Source: an optimization exercise on an open RTL-to-GDS flow (aim: small area and a short achievable clock period). Production flows keep margins and buffers that such runs may drop. The RTL was checked by simulation tests, not by an equivalence proof against the original design.

Setup of build 50:
Design PE, start of the top module:
module PE (input [31:0] x, input [31:0] w, input [31:0] acc, output reg [31:0] res, input clk, output reg [31:0] wout);
Size in the first run: ~160 I/O pins, roughly 0.038 sq mm of cells after synthesis.
Settings: LEC_CHECK=0, CAP_MARGIN=20, CORE_MARGIN=2, CORE_UTILIZATION=60, SLEW_MARGIN=20, SYNTH_HIERARCHICAL=1, SYNTH_MINIMUM_KEEP_SIZE=0; clock period 18.0 ns.
standard.sh (not shown) runs the stock make flow with config.mk's settings and CLKGATE_MAP_FILE= SYNTH_SCRIPT=/design/flow/synth_recipe.tcl, a recipe that flattens the netlist after the stock synthesis.
==> flow/flow/run.sh <==
#!/bin/bash
# The standard layout, with two changes to how it is made:
# - repair_timing is asked to keep a setup margin (flow/margin.txt, in ns), so
#   that the timing repair also works on paths that already meet the clock;
# - the port buffers that buffer_ports inserts on every input and output are
#   sky130_fd_sc_hd__buf_2 cells instead of its default delay-buffer cell.
# make's full output goes to flow_make.log; each ORFS step keeps its own log
# under orfs/logs.
set -euo pipefail
MARGIN=$(cat flow/margin.txt)
bash standard.sh SETUP_SLACK_MARGIN=$MARGIN \
  "BUFFER_PORTS_ARGS=-buffer_cell sky130_fd_sc_hd__buf_2" finish > flow_make.log 2>&1
==> flow/flow/margin.txt <==
11
Changes in trial 2 relative to build 50:
--- a/flow/design.v
+++ b/flow/design.v
@@ -46,19 +46,21 @@
               output [7:0]  ze,      
               output [22:0] zf,      
               output        zzero,   
               output        zinf,    
               output        znan,    
               output [9:0]  f0,      
               output [1:0]  k);
   wire [47:15] ps = ~sn;
   wire [47:15] pc = ~cn;
-  wire [47:15] p = ps + pc + {32'd0, c15};
+  wire [47:15] p;
+  wire        p_co;
+  skl_add #(33) u_cpa (.a(ps), .b(pc), .ci(c15), .s(p), .co(p_co));
   wire        hi = p[47];
   wire        g  = p[23];
   wire        r  = p[22];
   wire [47:15] h = ps ^ pc;
   wire [47:15] gg = ps & pc;
   wire [47:16] q = h[47:16] ^ gg[46:15];
   reg  [22:0] q_run;    
   integer j;
   always @* begin
@@ -91,18 +93,45 @@
   wire [7:0]  ec2 = tp[7:0] + 8'd130;
   assign f0  = tm - 10'd126;
   assign znan  = in_nan;
   assign zinf  = ~in_nan & (in_inf | (~in_zero & ~uf & of));
   assign zzero = ~in_nan & ~in_inf & (in_zero | uf);
   assign zs = in_nan | (s & ~(~in_inf & ~in_zero & uf));
   assign ze = (k == 2'd0) ? ec0 : (k == 2'd1) ? ec1 : ec2;
   assign zf = hi ? f_hi : f_lo;
 endmodule
+module skl_add #(parameter W = 8) (input [W-1:0] a, input [W-1:0] b, input ci,
+                                  output [W-1:0] s, output co);
+  localparam L = (W >= 64) ? 7 : (W >= 32) ? 6 : (W >= 16) ? 5 : (W >= 8) ? 4 : (W >= 4) ? 3 : (W >= 2) ? 2 : 1;
+  wire [W:0] g0 = {a & b, ci};
+  wire [W:0] p0 = {a ^ b, 1'b0};
+  wire [W:0] g [0:L];
+  wire [W:0] p [0:L];
+  assign g[0] = g0;
+  assign p[0] = p0;
+  genvar l, i;
+  generate
+    for (l = 0; l < L; l = l + 1) begin : lvl
+      for (i = 0; i <= W; i = i + 1) begin : node
+        if ((i >> l) & 1) begin : comb
+          localparam integer J = ((i >> l) << l) - 1;
+          assign g[l + 1][i] = g[l][i] | (p[l][i] & g[l][J]);
+          assign p[l + 1][i] = p[l][i] & p[l][J];
+        end else begin : pass
+          assign g[l + 1][i] = g[l][i];
+          assign p[l + 1][i] = p[l][i];
+        end
+      end
+    end
+  endgenerate
+  assign s  = p0[W:1] ^ g[L][W-1:0];
+  assign co = g[L][W];
+endmodule
 module mul24 (input [23:0] a, input [23:0] b, output [47:0] sn, output [47:0] cn);
   wire [23:0] an = ~a;
   wire [23:0] bn = ~b;
   wire pp1 = ~(a[0] & b[0]);
   wire pp2 = ~(a[1] & b[0]);
   wire pp3 = ~(a[2] & b[0]);
   wire pp4 = ~(a[3] & b[0]);
   wire pp5 = ~(a[4] & b[0]);
   wire pp6 = ~(a[5] & b[0]);
@@ -1682,29 +1711,31 @@
   assign r_zz   = ~r_nan & ~r_inf & a_zero & b_zero;
   assign r_pass = ~r_nan & ~r_inf & (a_zero ^ b_zero);
   wire       xs = a_inf | (~b_max & (b_zero | (~a_zero & xa)));
   assign sx = xs ? as : sb;
   assign sy = xs ? sb : as;
   assign ex = xs ? ae : eb;
   assign fx = xs ? af : bf;
   wire [22:0] fy = xs ? bf : af;
   wire [26:0] my  = {1'b1, fy, 3'b000};
-  wire [26:0] sh0 = ((|d[7:5]) | (d[4:0] > 5'd26)) ? 27'd0 : (my >> d[4:0]);
-  assign sh = {sh0[26:1], sh0[0] | sh0[1]};
+  assign sh = (|d[7:5]) ? 27'd0 : (my >> d[4:0]);
 endmodule
 module adder32 (input sx, input sy, input [7:0] ex, input [22:0] fx,
                 input [26:0] sh, input d_0, input d_le1,
                 input r_nan, input r_inf, input r_zz, input r_pass,
                 output reg [31:0] z);
   wire        sub = sx ^ sy;
   wire        a_eq = d_0 & (fx == sh[25:3]);
+  wire [26:0] sha = {sh[26:1], sh[0] | sh[1]};
   wire [26:0] mx  = {1'b1, fx, 3'b000};
-  wire [27:0] t   = sub ? ({1'b0, mx} - {1'b0, sh}) : ({1'b0, mx} + {1'b0, sh});
+  wire [27:0] t;
+  wire        t_co;
+  skl_add #(28) u_far (.a({1'b0, mx}), .b({1'b0, sha} ^ {28{sub}}), .ci(sub), .s(t), .co(t_co));
   wire        c   = t[27];
   wire        n1  = ~t[27] & ~t[26];
   wire [23:0] mf  = c ? t[27:4] : (n1 ? {t[25:4], t[2], 1'b0} : {t[26:4], t[2]});
   wire        gf  = c ? t[3] : t[2];
   wire        rf  = c ? t[2] : t[1];
   wire        stf = c ? (t[1] | t[0]) : t[0];
   wire        incf = gf & (rf | stf | mf[0]);
   wire        ecf;
   wire [8:0]  exm = {1'b0, ex} - 9'd1;
@@ -1715,20 +1746,22 @@
   wire        uf0 = ~c & (n1 ? (ex < 8'd2) : (ex == 8'd0));
   wire        uf1 = ~c & n1 & (ex == 8'd0);
   wire        of0 = c & (ex == 8'd254);
   wire        of1 = c ? (ex >= 8'd253) : (~n1 & (ex == 8'd254));
   wire [7:0]  ef  = ecf ? ef1 : ef0;
   wire        uff = ecf ? uf1 : uf0;
   wire        off = ecf ? of1 : of0;
   wire [24:0] xn  = {1'b1, fx, 1'b0};
   wire [24:0] yn  = sh[26:2];
-  wire [25:0] t1  = {1'b0, xn} - {1'b0, yn};
-  wire [25:0] t2  = {1'b0, yn} - {1'b0, xn};
+  wire [25:0] t1, t2;
+  wire        t1_co, t2_co;
+  skl_add #(26) u_n1 (.a({1'b0, xn}), .b(~{1'b0, yn}), .ci(1'b1), .s(t1), .co(t1_co));
+  skl_add #(26) u_n2 (.a({1'b0, yn}), .b(~{1'b0, xn}), .ci(1'b1), .s(t2), .co(t2_co));
   wire        neg = t1[25];
   wire [24:0] tn  = neg ? t2[24:0] : t1[24:0];
   wire        sn  = neg ? sy : sx;
   wire [23:0] mn  = {tn[24:2], tn[0]};
   reg  [4:0]  lz;
   integer i;
   always @* begin
     lz = 5'd24;
     for (i = 0; i < 24; i = i + 1)
[summary]
- Complete run, failing final checks: trial 2, reason max-slew violations.
- Re total grt overflow: no difference whatsoever between build 50 and trial 2.
- Detailed-routed wire length on met2, build 50 and trial 2: smaller value in trial 2
- Diff build 50 and trial 2: average via count per standard cell higher in build 50
- On worst-skew pair later-pin latency, build 50 and trial 2 are neck and neck.
- sh_q[0] as the last element of the critical path was reported by build 50, and sh_q[2] by trial 2.
- Synthesized area: trial 2 < build 50
- Inverter count of the layout excluding clock inverters | trial 2 below build 50
- Going from build 50 to trial 2, the wire length was found to have gone down by about 6%.
- Between build 50 and trial 2, the data arrival time at the worst-slack endpoint is lower for build 50.
- Max routed length on met3 across build 50 and trial 2: trial 2
- Lower number of logic stages on the critical path including buffering among build 50 and trial 2: trial 2
- Compared with build 50, trial 2 shows a lower worst slew margin relative to its limit.
- Trial 2 vs build 50 on antenna diode instance count: trial 2 is the higher one.
- Diff build 50 and trial 2: time the final worst path needs with I/O delays and setup higher in trial 2

[what the ideal ports hide]
In the flow no input, the clock included, has a driving cell. The finished layouts below were timed again as built, in two steps. Step 1, drivers: a clkbuf_16 drives clk and a buf_2 each remaining input, both assumed. Step 2 adds t to the input delays and takes it off the output delays; t is the mean of the earliest and latest rising clock arrival at the registers after step 1. Input paths then give back, and output paths get back, about the clock's delay inside the block. a / b / c = ideal / step 1 / step 2; a / b = the first two.
run	shift t [ns]	setup slack, ns	worst data-port slew with drivers (ns)
build 50	0.659	10.965 / 10.983 / 10.325	0.06
trial 2	0.657	10.804 / 10.820 / 10.163	0.15
For trial 2, which loses most, drivers alone change the setup slack by +0.016 ns; drivers and shift together by -0.641 ns.
